From an optimization exercise on the open Yosys and OpenROAD flow, aimed at small area; shortcuts taken in it are not production practice.
Only simulation tests tie the RTL to the original design; equivalence was not proved.
Power figures rest on the tool's default switching activity, not on a simulated workload.

$ cat flow/config.mk
export PLATFORM = sky130hd
export DESIGN_NAME = MazeRunner
export DESIGN_NICKNAME = MazeRunner
export VERILOG_FILES = /design/flow/design.v
export SDC_FILE = /design/flow/constraint.sdc
export NUM_CORES = 4
export LEC_CHECK = 0
export CAP_MARGIN = 20
export CORE_MARGIN = 2
export CORE_UTILIZATION = 40
export PLACE_DENSITY = 0.6
export SLEW_MARGIN = 20
$ cat flow/constraint.sdc
create_clock -name core_clock -period 10.0 [get_ports {clk}]
set_input_delay 2.0000 -clock core_clock [delete_from_list [all_inputs] [get_ports {clk}]]
set_output_delay 2.0000 -clock core_clock [all_outputs]
set_load 0.01 [all_outputs]
$ cat flow/design.v
module rst_synch(RST_n,clk,rst_n);
input RST_n;
input clk;
output reg rst_n;
reg dff1;
always_ff @(negedge clk, negedge RST_n)begin
	if(!RST_n) begin
		dff1 <= 0;
		rst_n <= 0;
	end
	else begin
		dff1 <= 1;
		rst_n <= dff1;	
	end
end
endmodule	
module PWM11(duty, clk, rst_n, PWM_sig);
  input [10:0] duty;
  input clk, rst_n;
  output logic PWM_sig;
  logic PWM_sig_next;
  logic [10:0] cnt;
  always_ff @(posedge clk, negedge rst_n)
    if (!rst_n) begin
      PWM_sig <= 1'b0;
      cnt <= 11'h000;
    end
    else begin
      PWM_sig <= PWM_sig_next;
      cnt <= cnt+1;
    end
  assign PWM_sig_next = (cnt<duty) ? 1'b1: 1'b0;
endmodule
module mtr_drv(lft_duty, right_duty, clk, rst_n, PWML, PWMR, DIRL, DIRR);
  input [11:0] lft_duty, right_duty;
  input clk, rst_n;
  output PWML, PWMR;
  output DIRL, DIRR;
  logic [10:0] ABS_L, ABS_R;
  assign DIRL = lft_duty[11]  ? 1'b1: 1'b0;   
  assign DIRR = right_duty[11]? 1'b1: 1'b0;   
  assign ABS_L = lft_duty[11] ? ~lft_duty[10:0]: lft_duty[10:0];   
  assign ABS_R = right_duty[11] ? ~right_duty[10:0]: right_duty[10:0];   
  PWM11 PWM11_L (.duty(ABS_L), .clk(clk), .rst_n(rst_n), .PWM_sig(PWML));
  PWM11 PWM11_R (.duty(ABS_R), .clk(clk), .rst_n(rst_n), .PWM_sig(PWMR));
endmodule
module SPI_mstr16(clk,rst_n,SS_n,SCLK,MOSI,MISO,wrt,cmd,done,rd_data);
  input clk,rst_n;
  input wrt;
  input [15:0] cmd;
  input MISO;
  output reg done;		 
  output reg SS_n;		 
  output SCLK, MOSI;
  output [15:0] rd_data;
  typedef enum reg[1:0] {IDLE, FRNT_PRCH, MAIN, BCK_PRCH} state_t;
  state_t state, nxt_state;
  reg [15:0] shft_reg;
  reg [4:0] sclk_div;
  reg MISO_smpl;
  reg [3:0] bit_cnt;
  logic set_done,initialize,rst_sclk_div,shft,smpl;
  wire SCLK_rise_nxt, SCLK_fall_nxt;
  always @(posedge clk)
    if (initialize)
	  shft_reg <= cmd;
	else if (shft)
	  shft_reg <= {shft_reg[14:0],MISO_smpl};
  assign rd_data = shft_reg;
  assign MOSI = shft_reg[15];
  always @(posedge clk)
    if (smpl)
	  MISO_smpl <= MISO;
  always @(posedge clk)
    if (rst_sclk_div)
	  sclk_div <= 5'b10111;
	else
	  sclk_div <= sclk_div + 1;
  assign SCLK = sclk_div[4];
  assign SCLK_fall_nxt = &sclk_div;
  assign SCLK_rise_nxt = ~sclk_div[4] & &sclk_div[3:0];
  always @(posedge clk)
    if (initialize)
	  bit_cnt <= 4'b0000;
	else if (shft)
	  bit_cnt <= bit_cnt + 1;
  always @(posedge clk,negedge rst_n)
    if (!rst_n)
	  done <= 1'b0;			 
	else if (set_done)
	  done <= 1'b1;
	else if (initialize)
	  done <= 1'b0;
  always @(posedge clk,negedge rst_n)
    if (!rst_n)
	  SS_n <= 1'b1;			 
	else if (set_done)
	  SS_n <= 1'b1;
	else if (initialize)
	  SS_n <= 1'b0;
  always @(posedge clk, negedge	rst_n)
    if (!rst_n)
	  state <= IDLE;
	else
	  state <= nxt_state;
  always_comb begin
    nxt_state = IDLE;
	initialize = 0;
	rst_sclk_div = 0;
	set_done = 0;
	shft = 0;
	smpl = 0;
	case (state)
	  IDLE : begin
	    if (wrt) begin
		  initialize = 1;
		  nxt_state = FRNT_PRCH;
		end	 
        rst_sclk_div = 1;			 
	  end
	  FRNT_PRCH : begin
	    if (SCLK_rise_nxt) begin
		  smpl = 1;
		  nxt_state = MAIN;
		end else
		  nxt_state = FRNT_PRCH;
	  end
	  MAIN : begin
	    smpl = SCLK_rise_nxt;
		shft = SCLK_fall_nxt;
		if (&bit_cnt & SCLK_rise_nxt)
		  nxt_state = BCK_PRCH;
		else
		  nxt_state = MAIN;
	  end
	  BCK_PRCH : begin
	    if (SCLK_fall_nxt) begin
		  rst_sclk_div = 1;			 
		  set_done = 1;
		  shft = 1;
		  nxt_state = IDLE;
		end else
		  nxt_state = BCK_PRCH;  
	  end
	endcase
  end
endmodule
module A2D_intf(clk, rst_n, strt_cnv, chnnl, MISO, cnv_cmplt, res, SS_n, SCLK, MOSI);
  input clk, rst_n;
  input strt_cnv;     
  input [2:0] chnnl;   
  input MISO;      
  output logic cnv_cmplt;
  output logic [11:0] res;   
  output SS_n;   
  output SCLK;
  output MOSI;
  logic [15:0] rd_data;   
  logic wrt, done;
  logic [15:0] cmd;
  SPI_mstr16 SPI0(.clk(clk), .rst_n(rst_n), .SS_n(SS_n), .SCLK(SCLK), .MOSI(MOSI), .MISO(MISO), .wrt(wrt), .cmd(cmd), .done(done), .rd_data(rd_data));
  assign res = ~rd_data[11:0];
  assign cmd = {2'b00, chnnl, 11'h000};
  typedef enum logic [1:0] {IDLE, CONV, WAIT, READ} state_t;
  state_t state, nxt_state;
  always_ff @(posedge clk, negedge rst_n)
    if (!rst_n)
      state <= IDLE;
    else 
      state <= nxt_state;
  logic set_cmplt;   
  always_comb begin
    nxt_state = state;
    wrt = 1'b0;
    set_cmplt = 1'b0;
    case (state)
      IDLE: 
        if (strt_cnv) begin   
          wrt = 1'b1;
          set_cmplt = 1'b0;    
          nxt_state = CONV;
        end
      CONV: 
        if (done) begin   
          set_cmplt = 1'b0;
          nxt_state = WAIT;
        end
        else begin
          set_cmplt = 1'b0;
        end
      WAIT:  
        begin
          wrt = 1'b1;
          set_cmplt = 1'b0;
          nxt_state = READ;
        end
      READ:   
        if (done) begin
          nxt_state = IDLE;
          set_cmplt = 1'b1;   
        end
        else begin
          set_cmplt = 1'b0;
        end      
      default: nxt_state = IDLE;
    endcase
  end
  always_ff @(posedge clk, negedge rst_n)
    if (!rst_n)
      cnv_cmplt <= 1'b0;
    else if (strt_cnv)   
      cnv_cmplt <= 1'b0;
    else
      cnv_cmplt <= set_cmplt;   
endmodule
module IR_intf(clk,rst_n,SS_n,SCLK,MOSI,MISO,
				IR_L0,IR_L1,IR_L2,IR_L3,
				IR_R0,IR_R1,IR_R2,IR_R3,
				IR_en,IR_vld,line_present);
	parameter FAST_SIM = 0;
	localparam LINE_THRES = 12'h040;	 
	input clk,rst_n;	 
	output logic SS_n;	 
	output logic SCLK;	 
	output logic MOSI;	 
	input MISO;		 
	output logic [11:0] IR_L0,IR_L1,IR_L2,IR_L3;	 
	output logic [11:0] IR_R0,IR_R1,IR_R2,IR_R3;	 
	output logic IR_en;		 
	output logic IR_vld;		 
	output logic line_present;	 
	typedef enum reg[3:0]{IDLE,SETTLE,CONV,STRT_CONV} state_t;
	state_t state, nxt_state;
	logic [17:0] tmr;	 
	logic nxt_round;	 
	logic settled;		 
	logic inc_chnnl;	 
	logic strt_cnv;		 
	logic cnv_cmplt;	 
	logic clr_chnnl;	 
	logic clr;		 
	logic set_IR_en;	 
	logic clr_IR_en;	 
	logic [2:0] chnnl;	 
	logic [11:0] res;	 
	logic [11:0] IR_max;	 
	generate
		if(FAST_SIM) begin
			assign nxt_round = &tmr[13:0];
			assign settled = &tmr[10:0];
		end else begin
			assign nxt_round = &tmr;
			assign settled = &tmr[11:0];
		end
	endgenerate
	always_ff @(posedge clk, negedge rst_n) begin
		if(!rst_n)
			tmr <= 18'h3FFFF;
		else if(nxt_round)  
			tmr <= 0;
		else
			tmr <= tmr + 1;
	end
	always_ff @(posedge clk, negedge rst_n)begin
		if(!rst_n)
			IR_en <= 0;
		else if(clr_IR_en)
			IR_en <= 0;
		else if(set_IR_en)
			IR_en <= 1;
	end
	A2D_intf iA2D(.clk(clk),.rst_n(rst_n),.strt_cnv(strt_cnv),
				.cnv_cmplt(cnv_cmplt),.chnnl(chnnl),.res(res),
				.SS_n(SS_n),.SCLK(SCLK),.MOSI(MOSI),.MISO(MISO));
	always_ff @(posedge clk, negedge rst_n) begin
		if(!rst_n)
			state <= IDLE;
		else
			state <= nxt_state;
	end
	always_comb begin
		inc_chnnl = 0;
		clr_chnnl = 0;
		strt_cnv = 0;
		clr = 0;	
		IR_vld = 0;
		set_IR_en = 0;
		clr_IR_en = 0;
		nxt_state = state;
		case(state)
			IDLE:	 
				if(nxt_round) begin
					clr = 1;
					clr_chnnl = 1;
					set_IR_en = 1;
					nxt_state = SETTLE;
				end
			SETTLE: 	 
				if(settled) begin
					strt_cnv = 1;
					nxt_state = CONV;
				end
			CONV:	 
				if(cnv_cmplt) begin
					if(chnnl == 7) begin
						IR_vld = 1;
						clr_IR_en = 1;
						nxt_state = IDLE;
					end else begin
						inc_chnnl = 1;
						nxt_state = STRT_CONV;
					end
				end
			STRT_CONV: begin
				strt_cnv = 1;
				nxt_state = CONV;
				end
			default: 
				nxt_state = IDLE;
		endcase
	end
	always_ff @(posedge clk) begin
		if(clr)
			IR_max <= 0;
		else if(cnv_cmplt) begin
			if(res > IR_max)
				IR_max <= res;
		end
	end	
	always_ff @(posedge clk, negedge rst_n) begin
		if(!rst_n)
			line_present <= 0;
		else if(IR_vld) begin
			if(IR_max > LINE_THRES)
				line_present <= 1;
			else
				line_present <= 0;
		end 
	end
	always_ff @(posedge clk, negedge rst_n) begin
		if(!rst_n)
			chnnl <= 0;
		else if(clr_chnnl)
			chnnl <= 0;
		else if(inc_chnnl)
			chnnl <= chnnl + 1;
	end
	always_ff @(posedge clk) begin
		if(chnnl == 3'h0)
			IR_R0 <= res;
	end
	always_ff @(posedge clk) begin
		if(chnnl == 3'h1)
			IR_R1 <= res;
	end
	always_ff @(posedge clk) begin
		if(chnnl == 3'h2)
			IR_R2 <= res;
	end
	always_ff @(posedge clk) begin
		if(chnnl == 3'h3)
			IR_R3 <= res;
	end
	always_ff @(posedge clk) begin
		if(chnnl == 3'h4)
			IR_L0 <= res;
	end
	always_ff @(posedge clk) begin
		if(chnnl == 3'h5)
			IR_L1 <= res;
	end
	always_ff @(posedge clk) begin
		if(chnnl == 3'h6)
			IR_L2 <= res;
	end
	always_ff @(posedge clk) begin
		if(chnnl == 3'h7)
			IR_L3 <= res;
	end
endmodule
module err_compute_DP(clk,en_accum,clr_accum,sub,sel,IR_R0,IR_R1,IR_R2,IR_R3,
                    IR_L0,IR_L1,IR_L2,IR_L3,error);
  input clk;							 
  input en_accum,clr_accum;				 
  input sub;							 
  input [2:0] sel;						 
  input [11:0] IR_R0,IR_R1,IR_R2,IR_R3;  
  input [11:0] IR_L0,IR_L1,IR_L2,IR_L3;  
  output reg signed [15:0] error;	 
logic [15:0] next_error;
logic [15:0] IR;   
logic [15:0] IR_XOR_sub;
assign IR = (sel == 3'b000) ? {4'h0,IR_R0} :
	    (sel == 3'b001) ? {4'h0,IR_L0} :
	    (sel == 3'b010) ? {3'h0,IR_R1,1'b0} :
	    (sel == 3'b011) ? {3'h0,IR_L1,1'b0} :
	    (sel == 3'b100) ? {2'h0,IR_R2,2'h0} :
	    (sel == 3'b101) ? {2'h0,IR_L2,2'h0} : 
	    (sel == 3'b110) ? {1'b0,IR_R3,3'h0} : {1'b0,IR_L3,3'h0};
assign IR_XOR_sub = IR ^ {16{sub}};
assign next_error = error + IR_XOR_sub + sub;
  always_ff @(posedge clk)
    if (clr_accum)
	  error <= 16'h0000;
	else if (en_accum)
	  error <= next_error; 
endmodule
module err_compute_SM(
clk,
rst_n,
IR_vld,
sel,
clr_accum,
en_accum,
err_vld
);
input clk;
input rst_n;
input IR_vld;
output reg [2:0] sel;
output logic clr_accum;
output logic en_accum;
output logic err_vld;
logic inc_sel;   
always @(posedge clk, negedge rst_n)begin
	if(!rst_n)begin
		sel <= 3'b000;
	end
	else if(clr_accum)begin	 
		sel <= 3'b000;
	end
	else if(inc_sel)begin	 
		sel <= sel + 1;
	end
end
typedef enum reg [2:0] {IDLE,COMPUTE,VALID} state_t;
state_t state, nxt_state;
always_ff @(posedge clk, negedge rst_n)begin
	if(!rst_n)
		state <= IDLE;
	else
		state <= nxt_state;
end
always_comb begin
	clr_accum = 0;
	en_accum = 0;
	err_vld = 0;
	inc_sel = 0;
	nxt_state = state_t'(state);
	case(state)
		IDLE: begin
			if(IR_vld)begin		 
				clr_accum = 1;		 
				nxt_state = COMPUTE;
			end
		end
		COMPUTE: begin
			en_accum = 1;		 
			if(sel < 7)begin	 
				inc_sel = 1;
				nxt_state = COMPUTE;
			end
			else if(sel >= 7)begin	 
				inc_sel = 0;
				nxt_state = VALID;
			end	
		end
		VALID : begin
			err_vld = 1;		 
			nxt_state = IDLE;
		end
	endcase
end
endmodule
module err_compute(
clk,
rst_n,
IR_vld,
IR_R0,IR_R1,IR_R2,IR_R3,
IR_L0,IR_L1,IR_L2,IR_L3,
error,
err_vld
);
input clk;
input rst_n;
input IR_vld;
input [11:0] IR_R0,IR_R1,IR_R2,IR_R3;
input [11:0] IR_L0,IR_L1,IR_L2,IR_L3;
output reg signed [15:0] error;
output logic err_vld;
logic [15:0] error_raw;
logic err_vld_old;
logic  en_accum,clr_accum;
logic [2:0] sel;
err_compute_DP iDP(.clk(clk),.en_accum(en_accum),.clr_accum(clr_accum),.sub(sel[0]),
                     .sel(sel),.IR_R0(IR_R0),.IR_R1(IR_R1),.IR_R2(IR_R2),.IR_R3(IR_R3),
                     .IR_L0(IR_L0),.IR_L1(IR_L1),.IR_L2(IR_L2),.IR_L3(IR_L3),.error(error_raw));
err_compute_SM iSM(.clk(clk),.rst_n(rst_n),.IR_vld(IR_vld),.sel(sel),.clr_accum(clr_accum),
			.en_accum(en_accum),.err_vld(err_vld_old));	
always_ff @(posedge clk, negedge rst_n)begin
	if(!rst_n)
		error <= 16'h0000;
	else if(err_vld_old)
		error <= error_raw;
end
always_ff @(posedge clk, negedge rst_n)begin
	if(!rst_n)
		err_vld <= 0;
	else
		err_vld <= err_vld_old;
end 
endmodule
module UART_rcv(clk,rst_n,RX,rdy,rx_data,clr_rdy);
input clk,rst_n;			 
input RX;					 
input clr_rdy;				 
output rdy;					 
output [7:0] rx_data;		 
typedef enum reg {IDLE, RX_STATE} state_t;
state_t state, nxt_state;
reg [8:0] shift_reg;		 
reg [3:0] bit_cnt;			 
reg [12:0] baud_cnt;		 
reg rdy;					 
reg rx_ff1, rx_ff2;			 
logic start, set_rdy, receiving;		 
wire shift;
always_ff @(posedge clk or negedge rst_n)
  if (!rst_n)
    state <= IDLE;
  else
    state <= nxt_state;
always_ff @(posedge clk or negedge rst_n)
  if (!rst_n)
    bit_cnt <= 4'b0000;
  else if (start)
    bit_cnt <= 4'b0000;
  else if (shift)
    bit_cnt <= bit_cnt+1;
always_ff @(posedge clk or negedge rst_n)
  if (!rst_n)
    baud_cnt <= 2604;			 
  else if (start)
    baud_cnt <= 2604;			 
  else if (shift)
    baud_cnt <= 5208;			 
  else if (receiving)
    baud_cnt <= baud_cnt-1;		 
always_ff @(posedge clk)
  if (shift)
    shift_reg <= {rx_ff2,shift_reg[8:1]};    
always @(posedge clk or negedge rst_n)
  if (!rst_n)
    rdy <= 1'b0;
  else if (start || clr_rdy)
    rdy <= 1'b0;			 
  else if (set_rdy)
    rdy <= 1'b1;
always_ff @(posedge clk or negedge rst_n)
  if (!rst_n)
    begin
      rx_ff1 <= 1'b1;			 
      rx_ff2 <= 1'b1;
    end
  else
    begin
      rx_ff1 <= RX;
      rx_ff2 <= rx_ff1;
    end
always_comb
  begin
    start         = 0;
    set_rdy    = 0;
    receiving     = 0;
    nxt_state     = IDLE;	 
    case (state)
      IDLE : begin
        if (!rx_ff2)		 
          begin
            nxt_state = RX_STATE;
            start = 1;
          end
        else nxt_state = IDLE;
      end
      default : begin		 
        if (bit_cnt==4'b1010)
          begin
            set_rdy = 1;
            nxt_state = IDLE;
          end
        else
          nxt_state = RX_STATE;
        receiving = 1;
      end
    endcase
  end
assign shift = ~|baud_cnt; 						 
assign rx_data = shift_reg[7:0];				 
endmodule
module UART_wrapper(
clk,
rst_n,
clr_cmd_rdy,
RX,
cmd_rdy,
cmd
);
input clk;
input rst_n;
input clr_cmd_rdy;
input RX;
output reg cmd_rdy;
output reg [15:0] cmd;
reg [7:0] UPPER_BYTE; 	 
reg [7:0] rx_data;	 
logic store;		 
logic rdy;		 
logic set_cmd_rdy;	 
logic clr_rdy;		 
UART_rcv iRCV(.clk(clk),.rst_n(rst_n),.RX(RX),.clr_rdy(clr_rdy),.rx_data(rx_data),.rdy(rdy));
always_ff @(posedge clk) begin
	if(store)
		UPPER_BYTE <= rx_data;
end
assign cmd = {UPPER_BYTE,rx_data};   
typedef enum reg [1:0] {UPPER,LOWER} state_t;
state_t state, nxt_state;
always_ff @(posedge clk, negedge rst_n)begin
	if(!rst_n)
		state <= UPPER;
	else
		state <= nxt_state;
end
always_comb begin
	store = 0;
	clr_rdy = 0;
	set_cmd_rdy = 0;
	nxt_state = state_t'(state);
	case(state)
		UPPER: begin
			if(rdy)begin	 
				store = 1;
				clr_rdy = 1;	 
				nxt_state = LOWER;
			end
		end
		LOWER: begin
			if(rdy)begin
				set_cmd_rdy = 1;	 
				clr_rdy = 1;	 
				nxt_state = UPPER;
			end
		end
		default: begin
			nxt_state = UPPER;
		end
	endcase
end
always_ff @(posedge clk, negedge rst_n)begin
	if(!rst_n)begin
		cmd_rdy <= 0;
	end
	else if(set_cmd_rdy)begin
		cmd_rdy <= 1;
	end
	else if(clr_cmd_rdy)begin
		cmd_rdy <= 0;
	end
end
endmodule
module cmd_proc(clk, rst_n, line_present,BMPL_n,BMPR_n, RX, go, err_opn_lp,buzz);
input clk;
input rst_n;
input line_present;
input RX;
input BMPL_n;
input BMPR_n;
output reg go;
output reg [15:0] err_opn_lp;
output reg buzz;
parameter FAST_SIM = 0;
logic last_veer_rght;
logic nxt_cmd;
logic [15:0] cmd_reg;
logic [1:0] cmd_2bit;
logic cmd_rdy;
logic cap_cmd;
logic rev1;
logic rev2;
logic veer;
logic clr_err_opn_lp;
logic BMP_wait;	 
logic buzz_en;	 
logic [15:0]		cmd;			 
logic REV_tmr1;	 
logic REV_tmr2;	 
logic BMP_DBNC_tmr;	 
logic [25:0] tmr;	 
logic [14:0] buzz_cnt;	 
UART_wrapper iUART( 
		   .cmd_rdy		(cmd_rdy),
		   .cmd			(cmd[15:0]),
		   .clk			(clk),
		   .rst_n		(rst_n),
		   .clr_cmd_rdy		(cap_cmd),
		   .RX			(RX));
assign REV_tmr1 = (tmr[20:16] == 5'h0A && FAST_SIM)? 1 : (tmr[25:21] == 5'h16 && ~FAST_SIM)? 1 : 0;
assign REV_tmr2 =  (tmr[20:16] == 5'h10 && FAST_SIM)? 1 : (tmr[25:21] == 5'h1F && ~FAST_SIM)? 1 : 0;
assign BMP_DBNC_tmr = (FAST_SIM && &tmr[16:0])? 1 : (~FAST_SIM && &tmr[21:0])? 1:0;
always_ff @(posedge clk,negedge rst_n)begin
	if(!rst_n)
		tmr <= 26'h0000000;
	else if(~go && ~BMP_wait)
		tmr <= 26'h0000000;
	else
		tmr <= tmr + 1;
end
always_ff @(posedge clk,negedge rst_n)begin
	if(!rst_n)
		buzz_cnt <= 0;
	else if(!buzz_en)
		buzz_cnt <= 0;
	else if(buzz_en)
		buzz_cnt <= buzz_cnt + 1;
end
assign buzz = buzz_cnt[14];	 
always_ff @(posedge clk,negedge rst_n)begin
	if(!rst_n)
		cmd_reg <= 16'h0000;
	else if(cap_cmd)
		cmd_reg <= cmd;
	else if(nxt_cmd)
		cmd_reg <= {2'b00,cmd_reg[15:2]};
end
assign cmd_2bit = cmd_reg[1:0];
always_ff @(posedge clk,negedge rst_n)begin
	if(!rst_n)
		last_veer_rght <= 0;
	else if(nxt_cmd)
		last_veer_rght <= cmd_reg[0];
end
always @(posedge clk, negedge rst_n) begin
	if(!rst_n)
		err_opn_lp <= 16'h0000;
	else if(clr_err_opn_lp)
		err_opn_lp <= 16'h0000;
	else if(veer && cmd_2bit[0])
		err_opn_lp <= 16'h340;
	else if(veer && cmd_2bit[1])
		err_opn_lp <= -16'h340;
	else if(rev1 && last_veer_rght)
		err_opn_lp <= -16'h1E0;
	else if(rev1 && ~last_veer_rght)
		err_opn_lp <= 16'h1E0;
	else if(rev2 && last_veer_rght)
		err_opn_lp <= 16'h380;
	else if(rev2 && ~last_veer_rght)
		err_opn_lp <= -16'h380;
end
typedef enum reg [7:0] {IDLE,LINE_PRESENT,OBSTRUCT,WAIT,EDGE_DETECT,WAIT_SHORT,WAIT_LONG,WAIT_LINE_PRESENT} state_t;
state_t state, nxt_state;
always_ff @(posedge clk or negedge rst_n)begin
	  if (!rst_n)
		      state <= IDLE;
	  else
		      state <= nxt_state;
end
always_comb begin
	go = 1;
	buzz_en = 0;
	cap_cmd = 0;
	nxt_cmd = 0;
	rev1 = 0;
	rev2 = 0;
	veer = 0;
	clr_err_opn_lp = 0;
	BMP_wait = 0;
	nxt_state = state;
	case(state)
		IDLE: begin
			go = 0;
			if(cmd_rdy && line_present)begin
				nxt_state = LINE_PRESENT;
				go = 1;
				cap_cmd = 1;
			end
		end
		LINE_PRESENT: begin
			if(~line_present && cmd_2bit == 2'b11)begin
				nxt_state = WAIT_SHORT;
				go = 0;
				rev1 = 1;
			end
			else if(~line_present && |cmd_2bit[1:0])begin
				nxt_state = WAIT_LINE_PRESENT;
				veer = 1;
			end
			else if(~line_present && cmd_2bit == 2'b00)begin
				go = 0;
				nxt_state = IDLE;
			end
			else if(line_present)begin
				nxt_state = OBSTRUCT;
			end
		end
		OBSTRUCT: begin
			if(~BMPR_n || ~BMPL_n)begin
				nxt_state = WAIT;
				go = 0;
				buzz_en = 1;
			end
			else
				nxt_state = LINE_PRESENT;
		end
		WAIT: begin
			go = 0;
			BMP_wait = 1;
			buzz_en = 1;
			if(BMP_DBNC_tmr)begin
				nxt_state = EDGE_DETECT;
				go = 0;
				buzz_en = 1;
			end
		end
		EDGE_DETECT: begin
			go = 0;
			buzz_en = 1;
			if(~BMPR_n || ~BMPL_n)begin
				nxt_state = LINE_PRESENT;
				go = 1;
			end
		end
		WAIT_SHORT: begin
			if(REV_tmr1)begin
				nxt_state = WAIT_LONG;
				go = 0;
				rev2 = 1;
			end
		end
		WAIT_LONG: begin
			if(REV_tmr2)begin
				nxt_state = WAIT_LINE_PRESENT;
				clr_err_opn_lp = 1;
			end
		end
		WAIT_LINE_PRESENT: begin
			if(line_present)begin
				nxt_state = LINE_PRESENT;
				clr_err_opn_lp = 1;
				nxt_cmd = 1;
			end
		end
		default: begin
			nxt_state = IDLE;
		end
	endcase
end
endmodule
module P_term(
error,
err_sat,
P_term
);
input [15:0] error;
output logic signed [10:0] err_sat;  
output logic signed [14:0] P_term;
localparam P_COEFF = 4'h6;
logic signed [16:0] mult;
assign err_sat = (error[15] && ~&error[14:10]) ? 11'b10000000000 :			
			(~error[15] && |error[14:10]) ? 11'b01111111111 : error[10:0];
assign mult = $signed(P_COEFF) * err_sat;	 
assign P_term = (mult[16] && ~&mult[15:14]) ? 15'b100000000000000 :
			(~mult[16] && |mult[15:14]) ? 15'b011111111111111 : mult[14:0];
endmodule
module I_term(
clk,
rst_n,
err_sat,
line_present,
go,
moving,
err_vld,
I_term
);
input clk;
input rst_n;
input [10:0] err_sat;
input line_present;
input go;
input moving;
input err_vld;
output reg [9:0] I_term;
logic [15:0] err_sat_ext;  	 
logic [15:0] integrator;	
logic over;  			 
logic [15:0] add_result;	 
logic line_1;	 
logic line_2;	 
logic line_3;	 
logic line_present_edge;	 
assign err_sat_ext = {{6{err_sat[10]}}, err_sat[9:0]};
assign add_result = err_sat_ext + integrator;
assign over = ((err_sat_ext[15] == integrator[15]) && (add_result[15] != integrator[15]))? 1'b1 : 1'b0;
always_ff @(posedge clk, negedge rst_n)begin
	if(!rst_n)begin
		line_1 <= 0;
	end
	else begin
		line_1 <= line_present;
	end
end
assign line_present_edge = (~line_1 && line_present) ? 1'b1 : 1'b0; 
always_ff @(posedge clk, negedge rst_n)begin
	if(!rst_n)
		integrator <= 16'h0000;
	else if(~go || ~moving || line_present_edge)
		integrator <= 16'h0000;
	else if(~over && err_vld)
		integrator <= add_result;
end
assign I_term = integrator[15:6];
endmodule
module D_term(
clk,
rst_n,
err_sat,
err_vld,
D_term
);
input clk;
input rst_n;
input [10:0] err_sat;
input err_vld;
output signed [14:0] D_term;
localparam D_COEFF = 7'h38;
logic [10:0] err_current;
logic [10:0] err_prev;
logic [10:0] D_diff;
logic signed [7:0] D_diff_sat;
logic signed [7:0] D_diff_sat_piped;
always_ff @(posedge clk, negedge rst_n)begin
	if(!rst_n)begin
		err_current <= 15'h0000;
		err_prev <= 15'h0000;
	end
	else if(err_vld)begin
		err_current <= err_sat;
		err_prev <= err_current;
	end
end
assign D_diff = err_sat - err_prev;
assign D_diff_sat = (D_diff[10] && ~D_diff[9:7]) ? 8'b10000000 :
			(~D_diff[10] && |D_diff[9:7]) ? 8'b01111111 : D_diff[7:0];
always_ff @(posedge clk, negedge rst_n)begin
	if(!rst_n)
		D_diff_sat_piped <= 0;
	else
		D_diff_sat_piped <= D_diff_sat;
end
assign D_term = $signed(D_COEFF) * D_diff_sat_piped;
endmodule
module PID(
clk,
rst_n,
error,
err_vld,
go,
line_present,
rght_spd,
lft_spd
);
parameter FAST_SIM = 0;
input clk;
input rst_n;
input [15:0] error;
input err_vld;
input go;
input line_present;
output reg signed [11:0] rght_spd;
output reg signed [11:0] lft_spd;
logic [5:0] FRWRD;
logic [10:0] frwrd;
logic [10:0] err_sat;
logic [14:0] P_term;
logic [9:0] I_term;
logic signed [14:0] D_term;
logic moving;
logic [14:0] PID;
logic [10:0] err_sat_piped;	 
logic err_vld_piped;
generate
	if(FAST_SIM)
		assign FRWRD = 6'h20;
	else
		assign FRWRD = 6'h04;
endgenerate
always_ff @(posedge clk, negedge rst_n)begin
	if(!rst_n)
		err_sat_piped <= 0;
	else
		err_sat_piped <= err_sat;
end
always_ff @(posedge clk, negedge rst_n)begin
	if(!rst_n)
		err_vld_piped <= 0;
	else
		err_vld_piped <= err_vld;
end
P_term iP(.error(error),.err_sat(err_sat),.P_term(P_term));
I_term iI(.clk(clk),.rst_n(rst_n),.err_sat(err_sat_piped),.line_present(line_present),
		.go(go),.moving(moving),.err_vld(err_vld_piped),.I_term(I_term));
D_term iD(.clk(clk),.rst_n(rst_n),.err_sat(err_sat_piped),.err_vld(err_vld_piped),.D_term(D_term));
assign PID = P_term + I_term + D_term;
always_ff @(posedge clk, negedge rst_n)begin
	if(!rst_n)
		frwrd <= 0;
	else if(~go)
		frwrd <= 0;
	else if(err_vld && !(&frwrd[9:8]))
		frwrd <= frwrd + FRWRD;
end
assign moving = (frwrd > 11'h080) ? 1'b1 : 1'b0;
always_ff @(posedge clk, negedge rst_n)begin
	if(!rst_n)
		lft_spd <= 12'h000;
	else if(moving && go)
		lft_spd <= PID[14:3] + {1'b0,frwrd};
	else if(moving && ~go)
		lft_spd <= 12'h000 + {1'b0,frwrd};
	else if(~moving)
		lft_spd <= {1'b0,frwrd};
end
always_ff @(posedge clk, negedge rst_n)begin
	if(!rst_n)
		rght_spd <= 12'h000;
	else if(moving && go)
		rght_spd <=  {1'b0,frwrd} - PID[14:3];
	else if(moving && ~go)
		rght_spd <= {1'b0,frwrd} - 12'h000;
	else if(~moving)
		rght_spd <= {1'b0,frwrd};
end
endmodule
module MazeRunner(clk,RST_n,SS_n,MOSI,MISO,SCLK,PWMR,PWML,
                  DIRR,DIRL,IR_EN,BMPL_n,BMPR_n,buzz,
				  buzz_n,RX,LED);
  input clk;		 
  input RST_n;		 
  output SS_n;		 
  output MOSI;		 
  output SCLK;		 
  input MISO;		 
  output PWMR;		 
  output PWML;		 
  output DIRR;		 
  output DIRL;		 
  output IR_EN;		 
  input BMPL_n;		 
  input BMPR_n;		 
  output buzz;		 
  output buzz_n;
  input RX;			 
  output [7:0] LED;	 
  wire rst_n;		 
  wire send_resp;	 
  wire cmd_rdy;		 
  wire [7:0] cmd;	 
  wire clr_cmd_rdy;	 
  wire [11:0] IR_R0,IR_R1,IR_R2,IR_R3;
  wire [11:0] IR_L0,IR_L1,IR_L2,IR_L3;
  wire IR_vld;					 
  wire line_present;		 
  wire err_vld;				 
  wire go;
  wire [15:0] err_raw;		 
  wire [15:0] err_opn_lp;	 
  wire [15:0] error;		 
  wire signed [11:0] lft_spd,rght_spd;
  wire bmp_raw;				 
  localparam FAST_SIM = 1;		 
  rst_synch iRST(.clk(clk),.RST_n(RST_n),.rst_n(rst_n));
  mtr_drv imtr(.clk(clk),.rst_n(rst_n),.lft_duty(lft_spd),.right_duty(rght_spd),.DIRL(DIRL)
			,.DIRR(DIRR),.PWML(PWML),.PWMR(PWMR));
  IR_intf #(FAST_SIM) iIR(.clk(clk), .rst_n(rst_n), .MISO(MISO), .SS_n(SS_n), .SCLK(SCLK), .MOSI(MOSI), .line_present(line_present),
               .IR_en(IR_EN), .IR_vld(IR_vld), .IR_R0(IR_R0), .IR_R1(IR_R1), .IR_R2(IR_R2), .IR_R3(IR_R3), .IR_L0(IR_L0),
		 .IR_L1(IR_L1), .IR_L2(IR_L2), .IR_L3(IR_L3));
  err_compute ierr(.clk(clk),.rst_n(rst_n),.IR_vld(IR_vld), .IR_R0(IR_R0), .IR_R1(IR_R1), .IR_R2(IR_R2), .IR_R3(IR_R3), .IR_L0(IR_L0),
			 .IR_L1(IR_L1), .IR_L2(IR_L2), .IR_L3(IR_L3),.error(err_raw),.err_vld(err_vld));
  cmd_proc #(FAST_SIM) icmd(.clk(clk),.rst_n(rst_n),.line_present(line_present),.BMPL_n(BMPL_n),.BMPR_n(BMPR_n),.RX(RX),.go(go),.err_opn_lp(err_opn_lp),.buzz(buzz));
  assign buzz_n = ~buzz;
  assign error = (line_present) ? err_raw : err_opn_lp;	 
  PID #(FAST_SIM) iPID(.clk(clk),.rst_n(rst_n),.error(error),.err_vld(err_vld),.go(go),.line_present(line_present),.rght_spd(rght_spd),.lft_spd(lft_spd));
  assign LED = 8'h00;	 
endmodule
$ cat flow/run.sh
#!/bin/bash
# synth_recipe.tcl (not shown) runs the flow's synth.tcl, then flattens the netlist and writes it again
# the make line also repeats each setting of config.mk as NAME=value (left out here)
make -C /OpenROAD-flow-scripts/flow DESIGN_CONFIG=/design/flow/config.mk WORK_HOME=/design/flow/orfs CLKGATE_MAP_FILE= SYNTH_SCRIPT=/design/flow/synth_recipe.tcl finish
==> impl_metrics.env <==
export IMPL_outcome="timing/DRC/antenna clean"
export IMPL_syn_area_per_cell_sq_um=10.4
export IMPL_critical_path_class="register to register"
export IMPL_gp_congestion=0.868
export IMPL_antenna_found_initial=0
export IMPL_core_region_area_sq_um=56400
export IMPL_critical_path_top_delay_family="compound AO/OA/AOI/OAI gates"
export IMPL_slew_headroom_pct=32.8
export IMPL_post_cts_resized=0
export IMPL_final_cells=2999
export IMPL_cp_num_buf_inv=4
export IMPL_finalSetupViolations=0
export IMPL_fp_dieArea_sq_um=59000
export IMPL_vias=15400
export IMPL_num_rows=87
export IMPL_hold_class="register to register"
export IMPL_synth_top_area_share_pct=25.2
export IMPL_slew_violations=0
export IMPL_whs_ns=0.306
export IMPL_diodes=0
export IMPL_skew_ns=0.0206
export IMPL_fill_cells=5332
export IMPL_wl_mm=44.3
export IMPL_grt_max_degree=149
export IMPL_worst_path_stages=29
export IMPL_worstSetupEndpointType="register"
export IMPL_nNetsFinal=2406
export IMPL_initial_utilization_pct=40.5
export IMPL_drt_iter0_markers=833
export IMPL_max_cap_viol_count=0
export IMPL_cpMostUsedCell="inv_1"
export IMPL_critical_path_slowest_cell="dfrtp_1"
export IMPL_r2r_setup_slack_ns=3.30
export IMPL_die_h_um=243
export IMPL_hold_buffers=0
export IMPL_io_pins=24
export IMPL_htree_num_levels=2
export IMPL_area_growth_pct=11.1
export IMPL_synthTopCellsByArea="dfrtp_1, edfxtp_1, ha_1, xnor2_1, dfxtp_1"
export IMPL_p_sw_share_pct=21.5
export IMPL_clock_root_buffer="clkbuf_16"
export IMPL_clkPwrFrac_pct=47.8
export IMPL_synth_warnings=17
export IMPL_grt_use_total_pct=15.4
export IMPL_worst_endpoint_arrival_ns=7.14
export IMPL_ys_seq_elements=421
export IMPL_worstReg2RegEnd="iPID.rght_spd[10]$_DFFE_PN0P_"
export IMPL_ir_worst_vdd_uv=125
export IMPL_crit_start="iIR.line_present$_DFFE_PN0P_"
export IMPL_tightest_slew_ns=1.01
export IMPL_synth_most_common_cell="dfrtp_1"
export IMPL_grt_pass1_wl_mm=76.5
export IMPL_drive_gt1_share_pct=7.49
export IMPL_viasPerCell=5.12
export IMPL_synth_largest_area_cell="dfrtp_1"
export IMPL_die_w_um=243
export IMPL_synth_common_cells="dfrtp_1, nor2_1, nand2_1, ha_1, inv_1"
export IMPL_grt_setup_unrepaired="no"
export IMPL_cts_tree="built"
export IMPL_async_reset_ff_share_pct=60.3
export IMPL_synth_edf_count=117
export IMPL_worstReg2RegStart="iIR.line_present$_DFFE_PN0P_"
export IMPL_hold_viol_final=0
export IMPL_ys_types=92
export IMPL_totalPowerFinal_uw=3640
export IMPL_io_buffers=15
export IMPL_crit_path_end="iPID.rght_spd[10]$_DFFE_PN0P_"
export IMPL_power_density_nw_per_um2=143
export IMPL_place_inst=2913
export IMPL_gr_total_overflow=0
export IMPL_cp_slowest_stage_delay_ns=0.84
export IMPL_post_dp_hpwl_mm=31.6
export IMPL_largest_register="icmd.tmr"
export IMPL_syn_area_sq_um=22800
export IMPL_post_route_min_period_ns=6.70
export IMPL_leakage_uw=0.0109
export IMPL_ys_flop_type="dfrtp_1"
export IMPL_ant_nets=0
export IMPL_internal_power_uw=2860
export IMPL_p_switching_uw=784
export IMPL_period_share_pct=67.0
export IMPL_pwr_share_seq_pct=50.0
export IMPL_largest_reg_flops=26
export IMPL_clock_sinks=421
export IMPL_clk_path_buf_depth=3
export IMPL_drt_first_pass_iters=5
export IMPL_synthCells=2192
export IMPL_clock_latency_ns=0.60
export IMPL_cp_data_required_time_ns=10.44
export IMPL_post_cts_setup_buffers=0
export IMPL_max_freq_mhz=149
export IMPL_clk_pin_slew_ns=0.06
export IMPL_reg2reg_depth=29
export IMPL_wl_per_cell_um=14.8
export IMPL_grt_pass1_vias=15700
export IMPL_ys_seq_area_share_pct=47.7
export IMPL_critical_path_max_fanout=25
export IMPL_cts_buffers=46
export IMPL_worstSetupStartpointType="register"
export IMPL_route_detailed_drc=0
export IMPL_pwr_share_comb_pct=2.2
## metal layers
layer  share of wire [%]  vias up  global-route usage, %
met4                 2.3        0                   4.89
met3                 3.1       71                   2.39
met2                  47      171                   26.0
li1                    -     7654                      -
met5                   0        -                      0
met1                  48     7461                   20.4
## through the flow
| step | utilization, % | setup WS (ns) | TNS [ns] | instance area (sq um) |
|---|---|---|---|---|
| 2_1_floorplan | - | -2.65 | -621.17 | 22900 |
| 3_3_place_gp | 42.2 | 2.79 | 0 | 23800 |
| 3_5_place_dp | 42.2 | 2.78 | 0 | 23800 |
| 4_1_cts | 45.0 | 3.29 | 0 | 25400 |
| 5_1_grt | 45.0 | 2.61 | 0 | 25400 |
| 6_report | 45.0 | 3.30 | 0 | 25400 |
## logic make-up after synthesis
group	synth area share [%]
AOI/OAI and AO/OA	11.2
DFF	47.7
other	0.0329
muxes	3.72
xor gates and xnor gates	7.94
and+or+nand+nor	14.2
adders and majority gates	11.3
buffers and inverters	3.88
## worst min-delay path by stage
stage                              from                    to  slack (ns)  depth (start not counted)
global route        iRST.dff1$_DFF_NN0_  iRST.rst_n$_DFF_NN0_        0.32                          0
floorplan           iRST.dff1$_DFF_NN0_  iRST.rst_n$_DFF_NN0_        0.29                          0
CTS                 iRST.dff1$_DFF_NN0_  iRST.rst_n$_DFF_NN0_        0.30                          0
global placement    iRST.dff1$_DFF_NN0_  iRST.rst_n$_DFF_NN0_        0.30                          0
detailed placement  iRST.dff1$_DFF_NN0_  iRST.rst_n$_DFF_NN0_        0.30                          0
finish              iRST.dff1$_DFF_NN0_  iRST.rst_n$_DFF_NN0_        0.31                          0
## worst register-to-register path: cells and delay by family (launching register included)
family,cells,cell delay [ns]
fa+ha+maj,5,1.50
xor+xnor,2,0.34
compound gates,12,2.67
buf+inv,4,0.30
simple gates,6,0.91
flops,1,0.84
## cell usage in the layout, fill, tap and decap left out, drive strengths merged, types with 13 or more instances in the layout
cell type	Yosys	routed
clkinv	1	14
buf	29	16
inv	147	147
mux2	30	30
xnor2	128	128
xor2	79	79
nand2b	20	20
dfstp	22	22
nor2b	39	39
dfrtp	230	230
nand3	86	86
and2	19	19
a21o	35	35
a31oi	13	13
fa	18	18
a211oi	17	17
a21oi	84	84
nor2	189	189
nor3	33	33
o21ai	113	113
nand2	187	187
mux2i	51	51
clkdlybuf4s50	0	15
clkbuf	45	66
o21a	19	19
ha	177	177
dfxtp	50	50
nand4	25	25
edfxtp	117	117
and3	33	33
## area by class of cell
| type | instances | area (sq um) | share of cell area (%) |
|---|---|---|---|
| flip-flops and latches | 421 | 10900 | 43.0 |
| inverters | 148 | 556 | 2.19 |
| clock buffers | 66 | 1320 | 5.20 |
| repair buffers | 31 | 295 | 1.16 |
| clock inverters | 20 | 255 | 1.01 |
| multi-input cells | 1557 | 11100 | 43.8 |
| well taps | 756 | 946 | 3.73 |
## power groups by stage
stage / Sequential (uW) / Clock [uW] / Combinational [uW]
2_1_floorplan: 1860 / 0 / 53.0
3_5_place_dp: 1850 / 0 / 83.7
6_report: 1820 / 1740 / 81.8
3_3_place_gp: 1850 / 0 / 80.4
5_1_grt: 1820 / 1860 / 95.8
4_1_cts: 1820 / 1790 / 84.0
